From an optimization exercise on the open Yosys and OpenROAD flow, aimed at a short achievable clock period and few clock cycles; shortcuts taken in it are not production practice. Function not checked in this run: the RTL went through the layout flow alone. Power is estimated from default activity; no workload was simulated.

$ cat flow/design.v
`timescale 1ns/10ps
module flop(
    input wire clk,
    input wire reset,
    input wire [7:0] d,
    output reg [7:0] q
);
    always @(posedge clk ) begin
        if (reset)
            q <= 8'b0;
        else
            q <= d;
    end
endmodule
`timescale 1ns/10ps
module flop_en(
    input wire clk,
    input wire reset,
    input wire en,
    input wire [7:0] d,
    output reg [7:0] q
);
    always @(posedge clk) begin
        if (reset) begin
            q <= 8'b0;
        end else begin
            if (en) begin
                q <= d;
            end
        end
    end
endmodule
`timescale 1ns/10ps
module mux2 #(parameter DATA_WIDTH=8) (
    input wire [DATA_WIDTH-1:0] a,
    input wire [DATA_WIDTH-1:0] b,
    input wire sel,
    output reg [DATA_WIDTH-1:0] y
);
    always @(*) begin
        case (sel)
            1'b0: y <= a;
            1'b1: y <= b;
        endcase
    end
endmodule
`timescale 1ns/10ps
module mux3(
    input wire [7:0] a,
    input wire [7:0] b,
    input wire [7:0] c,
    input wire [1:0] sel,
    output reg [7:0] y
);
    always @(*) begin
        case (sel)
            2'b00: y <= a;
            2'b01: y <= b;
            2'b10: y <= c;
            default: y <= a;
        endcase
    end
endmodule
`timescale 1ns/10ps
module mux4(
    input wire [7:0] a,
    input wire [7:0] b,
    input wire [7:0] c,
    input wire [7:0] d,
    input wire [1:0] sel,
    output reg [7:0] y
);
    always @(*) begin
        case (sel)
            2'b00: y <= a;
            2'b01: y <= b;
            2'b10: y <= c;
            2'b11: y <= d;
        endcase
    end
endmodule
`timescale 1ns/10ps
module alu(
    input wire [7:0] a,
    input wire [7:0] b,
    input wire [2:0] alucont,        
    output reg [7:0] aluout,         
    output reg zero                  
);
    reg [7:0] b2;
    reg [7:0] sum;
    reg [7:0] slt;
    always @(*) begin
        b2 = alucont[2] ? ~b : b;
        sum = a + b2 + alucont[2];
        slt = (sum[7]) ? 8'b1 : 8'b0;
        case (alucont[1:0])
            2'b00: aluout = a & b;        
            2'b01: aluout = a | b;        
            2'b10: aluout = sum;          
            2'b11: aluout = slt;          
        endcase
        zero = (aluout == 8'b0);
    end
endmodule
`timescale 1ns/10ps
module alucontrol(
    input wire [1:0] aluop,
    input wire [5:0] funct,
    output reg [2:0] alucont
);
    always @(*) begin
        case (aluop)
            2'b00: alucont <= 3'b010;  
            2'b01: alucont <= 3'b110;  
            default: begin
                case (funct)
                    6'b100000: alucont <= 3'b010;  
                    6'b100010: alucont <= 3'b110;  
                    6'b100100: alucont <= 3'b000;  
                    6'b100101: alucont <= 3'b001;  
                    6'b101010: alucont <= 3'b111;  
                    default:   alucont <= 3'b010;  
                endcase
            end
        endcase
    end
endmodule
`timescale 1ns/10ps
module register_file(
    input wire clk,
    input wire reset,               
    input wire regwrite,            
    input wire [4:0] ra1,           
    input wire [4:0] ra2,           
    input wire [4:0] wa,            
    input wire [7:0] wd,            
    output reg [7:0] rd1,          
    output reg [7:0] rd2           
);
    reg [7:0] REGS [7:0];           
    always @ (*) begin
        rd1 = (ra1[2:0] == 3'b0) ? 8'b0 : REGS[ra1[2:0]];
        rd2 = (ra2[2:0] == 3'b0) ? 8'b0 : REGS[ra2[2:0]];
    end
    always @(posedge clk) begin
        if (reset) begin
            REGS[0] <= 8'b0;
            REGS[1] <= 8'b0;
            REGS[2] <= 8'b0;
            REGS[3] <= 8'b0;
            REGS[4] <= 8'b0;
            REGS[5] <= 8'b0;
            REGS[6] <= 8'b0;
            REGS[7] <= 8'b0;
        end else begin
            if (regwrite && wa[2:0] != 3'b0) begin
                REGS[wa[2:0]] <= wd;
            end
        end
    end
endmodule
`timescale 1ns/10ps
module controller(
    input clk, reset,
    input [5:0] op,
    input [5:0] funct,
    output reg alusrca, 
    output reg [1:0] alusrcb,
    output reg branch,
    output reg iord,
    output reg [3:0] irwrite,
    output reg memwrite,
    output reg memtoreg,
    output reg pcwrite,
    output reg [1:0] pcsource,
    output reg regwrite,
    output reg regdst,
    output wire [2:0] alucont
);
parameter FETCH1 = 4'b0001;       
parameter FETCH2 = 4'b0010;       
parameter FETCH3 = 4'b0011;       
parameter FETCH4 = 4'b0100;       
parameter DECODE = 4'b0101;       
parameter MEMADR = 4'b0110;       
parameter LBRD = 4'b0111;         
parameter LBWR = 4'b1000;         
parameter SBWR = 4'b1001;         
parameter RTYPEEX = 4'b1010;      
parameter RTYPEWR = 4'b1011;      
parameter BEQEX = 4'b1100;        
parameter JEX = 4'b1101;          
parameter LB = 6'b100000;         
parameter SB = 6'b101000;         
parameter RTYPE = 6'b000000;      
parameter BEQ = 6'b000010;        
parameter J = 6'b001000;          
reg [3:0] state, nextstate;
reg [1:0] aluop;
alucontrol alucontt(
    .aluop(aluop),
    .funct(funct),
    .alucont(alucont)
);
always @(posedge clk) begin
    if (reset) begin
        state <= FETCH1;
    end 
    else begin
        state <= nextstate;
    end
end
always @(*) begin
    nextstate = state;
    case (state)
        FETCH1: nextstate = FETCH2;
        FETCH2: nextstate = FETCH3;
        FETCH3: nextstate = FETCH4;
        FETCH4: nextstate = DECODE;
        DECODE: begin
            case (op)
                LB: nextstate = MEMADR;
                SB: nextstate = MEMADR;
                RTYPE: nextstate = RTYPEEX;
                BEQ: nextstate = BEQEX;
                J: nextstate = JEX;
                default: nextstate = FETCH1;  
            endcase
        end
        MEMADR: begin
            case (op)
                LB: nextstate = LBRD;
                SB: nextstate = SBWR;
                default: nextstate = FETCH1;  
            endcase
        end
        LBRD: nextstate = LBWR;
        LBWR: nextstate = FETCH1;
        SBWR: nextstate = FETCH1;
        RTYPEEX: nextstate = RTYPEWR;
        RTYPEWR: nextstate = FETCH1;
        BEQEX: nextstate = FETCH1;
        JEX: nextstate = FETCH1;
        default: nextstate = FETCH1;  
    endcase
end
always @(*) begin
    irwrite = 4'b0000;
    pcwrite = 1'b0;
    regwrite = 1'b0;
    regdst = 1'b0;
    memwrite = 1'b0;
    alusrca = 1'b0;
    alusrcb = 2'b00;
    aluop = 2'b00;
    pcsource = 2'b00;
    iord = 1'b0;
    memtoreg = 1'b0;
    branch = 1'b0;
    case (state)
        FETCH1: begin
            alusrca = 1'b0;
            iord = 1'b0;
            irwrite = 4'b0001;  
            alusrcb = 2'b01;
            aluop = 2'b00;
            pcwrite = 1'b1;
            pcsource = 2'b00;
        end
        FETCH2: begin
            alusrca = 1'b0;
            iord = 1'b0;
            irwrite = 4'b0010;  
            alusrcb = 2'b01;
            aluop = 2'b00;
            pcwrite = 1'b1;
            pcsource = 2'b00;
        end
        FETCH3: begin
            alusrca = 1'b0;
            iord = 1'b0;
            irwrite = 4'b0100;  
            alusrcb = 2'b01;
            aluop = 2'b00;
            pcwrite = 1'b1;
            pcsource = 2'b00;
        end
        FETCH4: begin
            alusrca = 1'b0;
            iord = 1'b0;
            irwrite = 4'b1000;  
            alusrcb = 2'b01;
            aluop = 2'b00;
            pcwrite = 1'b1;
            pcsource = 2'b00;
        end
        DECODE: begin
            alusrca = 1'b0;
            alusrcb = 2'b11;
            aluop = 2'b00;
        end
        MEMADR: begin
            alusrca = 1'b1;
            alusrcb = 2'b10;
            aluop = 2'b00;
        end
        LBRD: begin
            iord = 1'b1;
        end
        LBWR: begin
            regdst = 1'b0;
            regwrite = 1'b1;
            memtoreg = 1'b1;
        end
        SBWR: begin
            memwrite = 1'b1;
            iord = 1'b1;
        end
        RTYPEEX: begin
            alusrca = 1'b1;
            alusrcb = 2'b00;
            aluop = 2'b10;
        end
        RTYPEWR: begin
            regdst = 1'b1;
            regwrite = 1'b1;
            memtoreg = 1'b0;
        end
        BEQEX: begin
            alusrca = 1'b1;
            alusrcb = 2'b00;
            aluop = 2'b01;
            branch = 1'b1;
            pcsource = 2'b01;
        end
        JEX: begin
            pcwrite = 1'b1;
            pcsource = 2'b10;
        end
    endcase
end
endmodule
`timescale 1ns/10ps
module datapath_test_design(
    input wire clk,
    input wire reset,
    input wire pcen,
    input wire iord,
    input wire [3:0] irwrite,
    input wire regdst,
    input wire memtoreg,
    input wire regwrite,
    input wire alusrca,
    input wire [1:0] alusrcb,
    input wire [2:0] alucont,
    input wire [1:0] pcsource,
    input wire [7:0] memdata,
    output reg [5:0] op,
    output reg [5:0] funct,
    output wire zero,
    output wire [7:0] addr,
    output wire [7:0] wdata
);
    wire [7:0] pc, pcnext, data, a;
    wire [7:0] aluout, aluout_flop, aluin1, aluin2, wd, rd1, rd2;
    wire [4:0] wa;
    reg  [31:0] instr;
    wire [7:0] imm = instr[7:0];
    wire [7:0] immx4 = {instr[5:0], 2'b00};
    flop_en pc_flop(.clk(clk), .reset(reset), .en(pcen), .d(pcnext), .q(pc));
    mux2 mux2_pc(.a(pc), .b(aluout_flop), .sel(iord), .y(addr));
    always @(posedge clk) begin
        if (irwrite[0]) instr[7:0]   <= memdata;
        if (irwrite[1]) instr[15:8]  <= memdata;
        if (irwrite[2]) instr[23:16] <= memdata;
        if (irwrite[3]) instr[31:24] <= memdata;
    end
    flop memdata_flop(.clk(clk), .reset(reset), .d(memdata), .q(data));
    mux2 #(.DATA_WIDTH(5)) mux2_a3(
        .a(instr[20:16]), 
        .b(instr[15:11]), 
        .sel(regdst), 
        .y(wa)
    );
    mux2 mux2_w3(.a(aluout_flop), .b(data), .sel(memtoreg), .y(wd));
    register_file regfile(
        .clk(clk),
        .reset(reset),
        .regwrite(regwrite),
        .ra1(instr[25:21]),
        .ra2(instr[20:16]),
        .wa(wa),
        .wd(wd),
        .rd1(rd1),
        .rd2(rd2)
    );
    flop rdata1_flop(.clk(clk), .reset(reset), .d(rd1), .q(a));
    flop rdata2_flop(.clk(clk), .reset(reset), .d(rd2), .q(wdata));
    mux2 mux2_a(.a(pc), .b(a), .sel(alusrca), .y(aluin1));
    mux4 mux4_b(
        .a(wdata), 
        .b(8'b00000001), 
        .c(imm), 
        .d(immx4[7:0]), 
        .sel(alusrcb), 
        .y(aluin2)
    );
    alu alu(.alucont(alucont), .a(aluin1), .b(aluin2), .aluout(aluout), .zero(zero));
    flop aluout_ff(.clk(clk), .reset(reset), .d(aluout), .q(aluout_flop));
    mux3 mux3_pc(.a(aluout), .b(aluout_flop), .c(immx4), .sel(pcsource), .y(pcnext));
    always @(*) begin
        op    = instr[31:26];
        funct = instr[5:0];
    end
endmodule
module mini_mips_test_design(
    input clk,
    input reset,
    input [7:0] memdata,
    output memwrite,
    output [7:0] adr,
    output [7:0] writedata
);
    localparam IB = 5;               
    localparam NE = 1 << IB;         
    localparam TB = 6 - IB;          
    localparam E_R = 0, E_LB = 1, E_SB = 2, E_BEQ = 3, E_J = 4;
    localparam EW = 41;
    localparam S_ST = 0, S_B2 = 1, S_B1 = 2, S_B0 = 3, S_MEM = 4;
    reg  [4:0]    st;
    reg  [5:0]    pcw;           
    reg  [5:0]    pcw1;          
    reg           la_ok;         
    reg           hit_q;
    reg  [EW-1:0] cur;           
    reg  [4:0]    mk;            
    reg  [7:0]    adr_q, wdata_q;
    reg           mw_q;
    reg           mem_lb;
    reg  [7:1]    mem_dest;
    reg           mis_q;         
    reg  [EW-1:0] alt_ent;       
    reg           alt_hit;
    reg  [5:0]    alt_pc, alt_pc1;
    reg  [5:0]    pf;            
    reg  [3:0]    pf_st;         
    reg  [4:0]    pf_mk;
    reg  [7:1]    pf_rs, pf_rt, pf_dest;
    reg  [4:0]    pf_alu;
    reg           pf_own;        
    assign adr = adr_q;
    assign writedata = wdata_q;
    assign memwrite = mw_q;
    wire       c_isR   = cur[0];
    wire       c_isLB  = cur[1];
    wire       c_isSB  = cur[2];
    wire       c_isBEQ = cur[3];
    wire       c_isJ   = cur[4];
    wire [7:1] c_rs    = cur[11:5];
    wire [7:1] c_rt    = cur[18:12];
    wire [7:1] c_dest  = cur[25:19];
    wire [4:0] c_aluop = cur[30:26];     
    wire [7:0] c_imm   = cur[38:31];
    wire [5:0] c_tgt   = cur[36:31];
    wire       c_ptk   = cur[39];        
    wire       c_mem   = cur[40];        
    function [7:1] dec_reg(input [2:0] r);
        integer j;
        for (j = 1; j < 8; j = j + 1) dec_reg[j] = (r == j);
    endfunction
    function [4:0] dec_funct(input [5:0] f);
        case (f)
            6'b100010: dec_funct = 5'b00010;   
            6'b100100: dec_funct = 5'b00100;   
            6'b100101: dec_funct = 5'b01000;   
            6'b101010: dec_funct = 5'b10000;   
            default:   dec_funct = 5'b00001;   
        endcase
    endfunction
    reg [7:0] rf [1:7];
    reg [7:0] ra, rb;
    integer m;
    always @(*) begin
        ra = 8'd0;
        rb = 8'd0;
        for (m = 1; m < 8; m = m + 1) begin
            ra = ra | (rf[m] & {8{c_rs[m]}});
            rb = rb | (rf[m] & {8{c_rt[m]}});
        end
    end
    reg [EW-1:0] cdata [0:NE-1];
    reg [NE-1:0] cvalid;
    reg [TB-1:0] ctag [0:NE-1];
    wire [5:0] pcw2 = pcw1 + 6'd1;
    wire [5:0] tgt1 = c_tgt + 6'd1;
    wire [5:0] addrB = c_tgt;            
    reg  [EW-1:0] entA, entB;
    reg           hitA, hitB;
    integer k;
    always @(*) begin
        entA = {EW{1'b0}};
        entB = {EW{1'b0}};
        hitA = 1'b0;
        hitB = 1'b0;
        for (k = 0; k < NE; k = k + 1) begin
            entA = entA | (cdata[k] & {EW{pcw1[IB-1:0] == k}});
            entB = entB | (cdata[k] & {EW{addrB[IB-1:0] == k}});
            hitA = hitA | (cvalid[k] & (ctag[k] == pcw1[5:IB]) & (pcw1[IB-1:0] == k));
            hitB = hitB | (cvalid[k] & (ctag[k] == addrB[5:IB]) & (addrB[IB-1:0] == k));
        end
    end
    wire pf_busy = cvalid[pf[IB-1:0]];    
    wire [4:0] aluop = c_aluop;
    wire [7:0] sum  = ra + rb;
    wire [7:0] diff = ra - rb;
    wire [7:0] alu  = ({8{aluop[0]}} & sum)
                    | ({8{aluop[1]}} & diff)
                    | ({8{aluop[2]}} & (ra & rb))
                    | ({8{aluop[3]}} & (ra | rb))
                    | ({8{aluop[4]}} & {7'd0, diff[7]});
    wire eq = (ra == rb);
    wire ST  = st[S_ST] & ~mis_q;
    wire X   = ST & la_ok & hit_q;               
    wire LK  = ST & ~la_ok & hitB;               
    wire DEC = ST & ~(la_ok & hit_q) & ~LK;      
    wire [5:0] op = memdata[7:2];
    wire op_R   = (op == 6'b000000);
    wire op_LB  = (op == 6'b100000);
    wire op_SB  = (op == 6'b101000);
    wire op_BEQ = (op == 6'b000010);
    wire op_J   = (op == 6'b001000);
    wire op_4   = op_R | op_LB | op_SB | op_BEQ;    
    wire [7:1] md_dest = dec_reg(memdata[5:3]);    
    wire [7:1] wr_alu = ({7{X & c_isR}} & c_dest) | ({7{st[S_B1]}} & md_dest);
    wire wr_mem = st[S_MEM] & mem_lb;
    wire [5:0] b0_bt  = pcw1 + memdata[5:0];
    wire [5:0] b0_bt1 = pcw2 + memdata[5:0];
    wire [5:0] b0_jt1 = memdata[5:0] + 6'd1;
    wire [7:0] b0_imm = mk[E_BEQ] ? {2'b00, b0_bt} :
                        mk[E_J]   ? {2'b00, memdata[5:0]} : memdata;
    wire       b0_ptk = mk[E_J] | (mk[E_BEQ] & (c_rs == c_rt));
    wire [EW-1:0] b0_ent = {mk[E_LB] | mk[E_SB], b0_ptk, b0_imm, c_aluop,
                            st[S_B1] ? md_dest : (c_dest & {7{mk[E_LB]}}), c_rt, c_rs, mk};
    wire b0_wr = (st[S_B0] & ~mk[E_R]) | st[S_B1];
    wire [5:0] pf1   = pf + 6'd1;
    wire [5:0] pf_bt = pf1 + memdata[5:0];
    wire [7:0] pf_imm = pf_mk[E_BEQ] ? {2'b00, pf_bt} :
                        pf_mk[E_J]   ? {2'b00, memdata[5:0]} : memdata;
    wire [4:0] pf_k   = pf_mk;
    wire       pf_ptk = pf_k[E_J] | (pf_k[E_BEQ] & (pf_rs == pf_rt));
    wire [EW-1:0] pf_ent = {pf_k[E_LB] | pf_k[E_SB], pf_ptk, pf_imm, pf_alu,
                            pf_st[2] ? md_dest : (pf_dest & {7{pf_k[E_LB]}}), pf_rt, pf_rs, pf_k};
    wire pf_wr = pf_own & ((pf_st[3] & ~pf_mk[E_R]) | pf_st[2]);
    reg next_free, main_done;
    always @(*) begin
        next_free = 1'b0;
        main_done = 1'b0;
        if (mis_q)          next_free = alt_hit;
        else if (X)         next_free = ~c_mem & (c_ptk ? hitB : hitA);
        else if (LK)        next_free = 1'b1;
        else if (DEC) begin
            next_free = ~(op_4 | op_J) & hitA;
            main_done = ~(op_4 | op_J);
        end else if (st[S_B0]) begin
            next_free = ~(mk[E_LB] | mk[E_SB] | mk[E_R]) & ~(mk[E_J] | (mk[E_BEQ] & eq)) & hitA;
            main_done = ~mk[E_R];
        end else if (st[S_B1]) begin
            next_free = hitA;
            main_done = 1'b1;
        end else if (st[S_MEM]) next_free = la_ok & hit_q;
    end
    reg [5:0] pf_n;
    reg [3:0] pf_st_n;
    reg [4:0] pf_mk_n;
    reg [1:0] pf_b_n;
    always @(*) begin
        pf_n    = pf;
        pf_st_n = pf_st;
        pf_mk_n = pf_mk;
        if (main_done) begin
            pf_n    = pcw1;
            pf_st_n = 4'b0001;
        end else if (pf_st[0] & pf_busy) begin
            pf_n    = pf1;
        end else if (pf_own) begin
            if (pf_st[0]) begin
                pf_mk_n = {op_J, op_BEQ, op_SB, op_LB, op_R};
                if (op_J)      pf_st_n = 4'b1000;
                else if (op_4) pf_st_n = 4'b0010;
                else           pf_n    = pf1;
            end else if (pf_st[1]) begin
                pf_st_n = 4'b1000;
            end else if (pf_st[3] & pf_mk[E_R]) begin
                pf_st_n = 4'b0100;
            end else begin
                pf_n    = pf1;
                pf_st_n = 4'b0001;
            end
        end
        pf_b_n = pf_st_n[0] ? 2'b11 : pf_st_n[1] ? 2'b10 : pf_st_n[2] ? 2'b01 : 2'b00;
    end
    always @(posedge clk) begin
        if (reset) begin
            pf     <= 6'd1;
            pf_st  <= 4'b0001;
            pf_own <= 1'b0;
        end else begin
            pf     <= pf_n;
            pf_st  <= pf_st_n;
            pf_mk  <= pf_mk_n;
            pf_own <= next_free;
            if (pf_own & pf_st[1]) begin
                pf_rs   <= dec_reg(memdata[7:5]);
                pf_rt   <= dec_reg(memdata[2:0]);
                pf_dest <= dec_reg(memdata[2:0]);
            end
            if (pf_own & pf_st[3]) pf_alu <= dec_funct(memdata[5:0]);
        end
    end
    integer i;
    always @(posedge clk) begin
        for (i = 1; i < 8; i = i + 1) begin
            if (reset)
                rf[i] <= 8'd0;
            else if (wr_mem & mem_dest[i])
                rf[i] <= memdata;
            else if (wr_alu[i])
                rf[i] <= alu;
        end
    end
    always @(posedge clk) begin
        if (reset) begin
            cvalid <= {NE{1'b0}};
        end else if (b0_wr) begin
            cvalid[pcw[IB-1:0]] <= 1'b1;
            ctag[pcw[IB-1:0]]   <= pcw[5:IB];
            cdata[pcw[IB-1:0]]  <= b0_ent;
        end else if (pf_wr) begin
            cvalid[pf[IB-1:0]] <= 1'b1;
            ctag[pf[IB-1:0]]   <= pf[5:IB];
            cdata[pf[IB-1:0]]  <= pf_ent;
        end
    end
    always @(posedge clk) begin
        alt_ent <= entB;
        alt_hit <= hitB;
        alt_pc  <= c_tgt;
        alt_pc1 <= tgt1;
    end
    reg       take;
    reg [5:0] npc;
    always @(posedge clk) begin
        if (reset) begin
            st     <= 5'b00001;
            pcw    <= 6'd0;
            pcw1   <= 6'd1;
            cur[36:31] <= 6'd0;
            la_ok  <= 1'b0;
            hit_q  <= 1'b0;
            adr_q  <= 8'h03;
            mw_q   <= 1'b0;
            mem_lb <= 1'b0;
            mis_q  <= 1'b0;
        end else begin
            mw_q  <= 1'b0;
            mis_q <= 1'b0;
            if (mis_q) begin
                pcw   <= alt_pc;
                pcw1  <= alt_pc1;
                adr_q <= {alt_pc, 2'b11};
                cur   <= alt_ent;
                hit_q <= alt_hit;
                la_ok <= 1'b1;
            end else if (X) begin
                if (c_mem) begin
                    adr_q    <= ra + c_imm;
                    wdata_q  <= rb;
                    mw_q     <= c_isSB;
                    mem_lb   <= c_isLB;
                    mem_dest <= c_dest;
                    st       <= 5'b10000;
                    pcw      <= pcw1;
                    pcw1     <= pcw2;
                    cur      <= entA;
                    hit_q    <= hitA;
                    la_ok    <= 1'b1;
                end else begin
                    mis_q <= c_isBEQ & ~c_ptk & eq;
                    npc   = c_ptk ? c_tgt : pcw1;
                    pcw   <= npc;
                    pcw1  <= c_ptk ? tgt1 : pcw2;
                    adr_q <= {npc, 2'b11};
                    cur   <= c_ptk ? entB : entA;
                    hit_q <= c_ptk ? hitB : hitA;
                    la_ok <= 1'b1;
                end
            end else if (LK) begin
                cur   <= entB;
                hit_q <= 1'b1;
                la_ok <= 1'b1;
            end else if (DEC) begin
                mk <= {op_J, op_BEQ, op_SB, op_LB, op_R};
                if (op_J) begin
                    st    <= 5'b01000;
                    adr_q <= {pcw, 2'b00};
                end else if (op_4) begin
                    st    <= 5'b00010;
                    adr_q <= {pcw, 2'b10};
                end else begin
                    pcw   <= pcw1;
                    pcw1  <= pcw2;
                    adr_q <= {pcw1, 2'b11};
                    cur   <= entA;
                    hit_q <= hitA;
                    la_ok <= 1'b1;
                end
            end else if (st[S_B2]) begin
                cur[11:5]  <= dec_reg(memdata[7:5]);
                cur[18:12] <= dec_reg(memdata[2:0]);
                cur[25:19] <= dec_reg(memdata[2:0]);
                st    <= 5'b01000;
                adr_q <= {pcw, 2'b00};
            end else if (st[S_B1] | (st[S_B0] & mk[E_R])) begin
                if (st[S_B0]) begin
                    cur[30:26] <= dec_funct(memdata[5:0]);
                    st    <= 5'b00100;
                    adr_q <= {pcw, 2'b01};
                end else begin
                    st    <= 5'b00001;
                    pcw   <= pcw1;
                    pcw1  <= pcw2;
                    adr_q <= {pcw1, 2'b11};
                    cur   <= entA;
                    hit_q <= hitA;
                    la_ok <= 1'b1;
                end
            end else if (st[S_B0]) begin
                if (mk[E_LB] | mk[E_SB]) begin
                    adr_q    <= ra + memdata;
                    wdata_q  <= rb;
                    mw_q     <= mk[E_SB];
                    mem_lb   <= mk[E_LB];
                    mem_dest <= c_dest;
                    st       <= 5'b10000;
                    pcw      <= pcw1;
                    pcw1     <= pcw2;
                    cur      <= entA;
                    hit_q    <= hitA;
                    la_ok    <= 1'b1;
                end else begin
                    take = mk[E_J] | (mk[E_BEQ] & eq);
                    npc  = mk[E_J] ? memdata[5:0] : (take ? b0_bt : pcw1);
                    st    <= 5'b00001;
                    pcw   <= npc;
                    pcw1  <= mk[E_J] ? b0_jt1 : (take ? b0_bt1 : pcw2);
                    adr_q <= {npc, 2'b11};
                    if (take) begin
                        cur[36:31] <= npc;
                    end else begin
                        cur   <= entA;
                        hit_q <= hitA;
                    end
                    la_ok <= ~take;
                end
            end else if (st[S_MEM]) begin
                st    <= 5'b00001;
                adr_q <= {pcw, 2'b11};
            end
            if (next_free) adr_q <= {pf_n, pf_b_n};
        end
    end
endmodule
$ cat flow/config.mk
export PLATFORM = sky130hd
export DESIGN_NAME = mini_mips_test_design
export DESIGN_NICKNAME = mini_mips_test_design
export VERILOG_FILES = /design/flow/design.v
export SDC_FILE = /design/flow/constraint.sdc
export NUM_CORES = 4
export LEC_CHECK = 0
export ABC_CLOCK_PERIOD_IN_PS = 2000
export CAP_MARGIN = 20
export CORE_MARGIN = 2
export CORE_UTILIZATION = 50
export SETUP_SLACK_MARGIN = 2.6
export SLEW_MARGIN = 20
$ cat flow/run.sh
#!/bin/bash
# synth_recipe.tcl (not shown) runs the flow's synth.tcl, then flattens the netlist and writes it again
# the make line also repeats each setting of config.mk as NAME=value (left out here)
make -C /OpenROAD-flow-scripts/flow DESIGN_CONFIG=/design/flow/config.mk WORK_HOME=/design/flow/orfs CLKGATE_MAP_FILE= SYNTH_SCRIPT=/design/flow/synth_recipe.tcl finish
$ cat flow/constraint.sdc
create_clock -name core_clock -period 5.0 [get_ports {clk}]
set_input_delay 1.0000 -clock core_clock [delete_from_list [all_inputs] [get_ports {clk}]]
set_output_delay 1.0000 -clock core_clock [all_outputs]
set_load 0.01 [all_outputs]
==> run summary <==
logic make-up after synthesis:
group	count (synthesis)	synth area share, %
xor gates and xnor gates	128	1.573
adders and majority gates	86	1.584
AOI/OAI and AO/OA	1869	19.87
muxes	60	0.9638
buffers and inverters	538	3.030
and+or+nand+nor	1216	9.136
DFF	1578	63.85
metrics by stage:
stage | power [mW] | hold WS [ns]
after floorplan | 24.74 | 0.3551
after global placement | 30.35 | 0.4603
after detailed placement | 30.38 | 0.4601
after CTS | 48.58 | 0.4733
power groups by stage:
stage,Combinational (mW),Sequential [mW],Clock [mW]
after CTS,18.1,17.3,13.2
after detailed placement,12.5,17.9,0
after global placement,12.5,17.9,0
after floorplan,7.82,16.9,0
worst max path at each step:
stage / endpoint / depth (start not counted)
CTS: adr_q[7] / 12
detailed placement: adr_q[5] / 11
global placement: adr_q[5] / 11
floorplan: pcw1[5] / 14
per-layer routing:
metal,global-route usage (%),GRT overflow
met5,50.00,0
met4,68.74,0
met3,63.49,0
met2,82.40,0
met1,71.77,1
Yosys cell counts, types with 29 or more instances:
cell type,n,area [µm²]
or3_1,29,181.4
a22oi_1,877,6584
a211oi_1,40,300.3
edfxtp_1,1390,41740
inv_1,70,262.8
nor4_1,35,219.0
a31oi_1,55,344.1
o21ai_0,84,420.4
and3_1,49,306.5
a221oi_1,134,1174
a21oi_1,193,965.9
nor2_1,257,964.7
xnor2_1,100,875.8
nand2_1,222,833.3
a222oi_1,166,1662
dfxtp_1,188,3764
clkbuf_1,360,1351
nand4_1,252,1577
mux2_2,29,326.6
nor3_1,66,330.3
a22o_1,116,1016
or4_1,32,240.2
ha_1,79,988.5
nand3_1,116,580.6
buf_1,59,221.5
repair_timing:
| action | in CTS |
|---|---|
| endpoints found under the setup margin | 2907 |
| setup buffers | 612 |
| gates resized for setup | 1320 |
| pin swaps | 311 |
| gates cloned | 297 |
| hold buffers | 0 |
| endpoints found under the hold margin | 0 |
==> flow_summary_export.csv <==
group,metric,value,unit
synth,synth_seq_cells,1578,
placement,placed_area,0.07657,mm²
clock_tree,clockRootBuffer,"clkbuf_16",
floorplanning,start_util,50.34,%
placement,numPortBuffers,26,
synth,yosysWarnings,2,
synth,syn-cell-area,0.07127,mm²
placement,place_congestion,0.9834,
placement,dpl.cell_count,7162,
grt,grt_overflow,1,
outcome,status,"aborted with a tool error",
outcome,failed_stage,"global routing (5_1_grt)",
floorplanning,rows,138,
grt,grt_max_degree,71,
synth,async_flop_share,0,%
clock_tree,cts_buffers,164,
synth,ys_seq_area_share,63.85,%
synth,synthesis.instances,5475,
placement,place_ws,0.3700,ns
synth,synth-edff-count,1390,
synth,yosysUniqueCellTypes,94,
grt,grt_usage,71.98,%
floorplanning,dieWidth,381.5,µm
synth,syn_area_per_cell,13.02,µm²
synth,syn-num-nets,5571,
synth,synthFlopType,"edfxtp_1",
clock_tree,cts_htree_levels,4,
outcome,error_line,"[ERROR GRT-0232] Routing congestion too high. Check the congestion heatmap in the GUI.",
placement,post-dp-hpwl,188400,µm
clock_tree,cts_max_path_buffers,3,
clock_tree,clock_sinks,1578,
floorplanning,die_y,381.5,µm
floorplanning,pin_count,27,
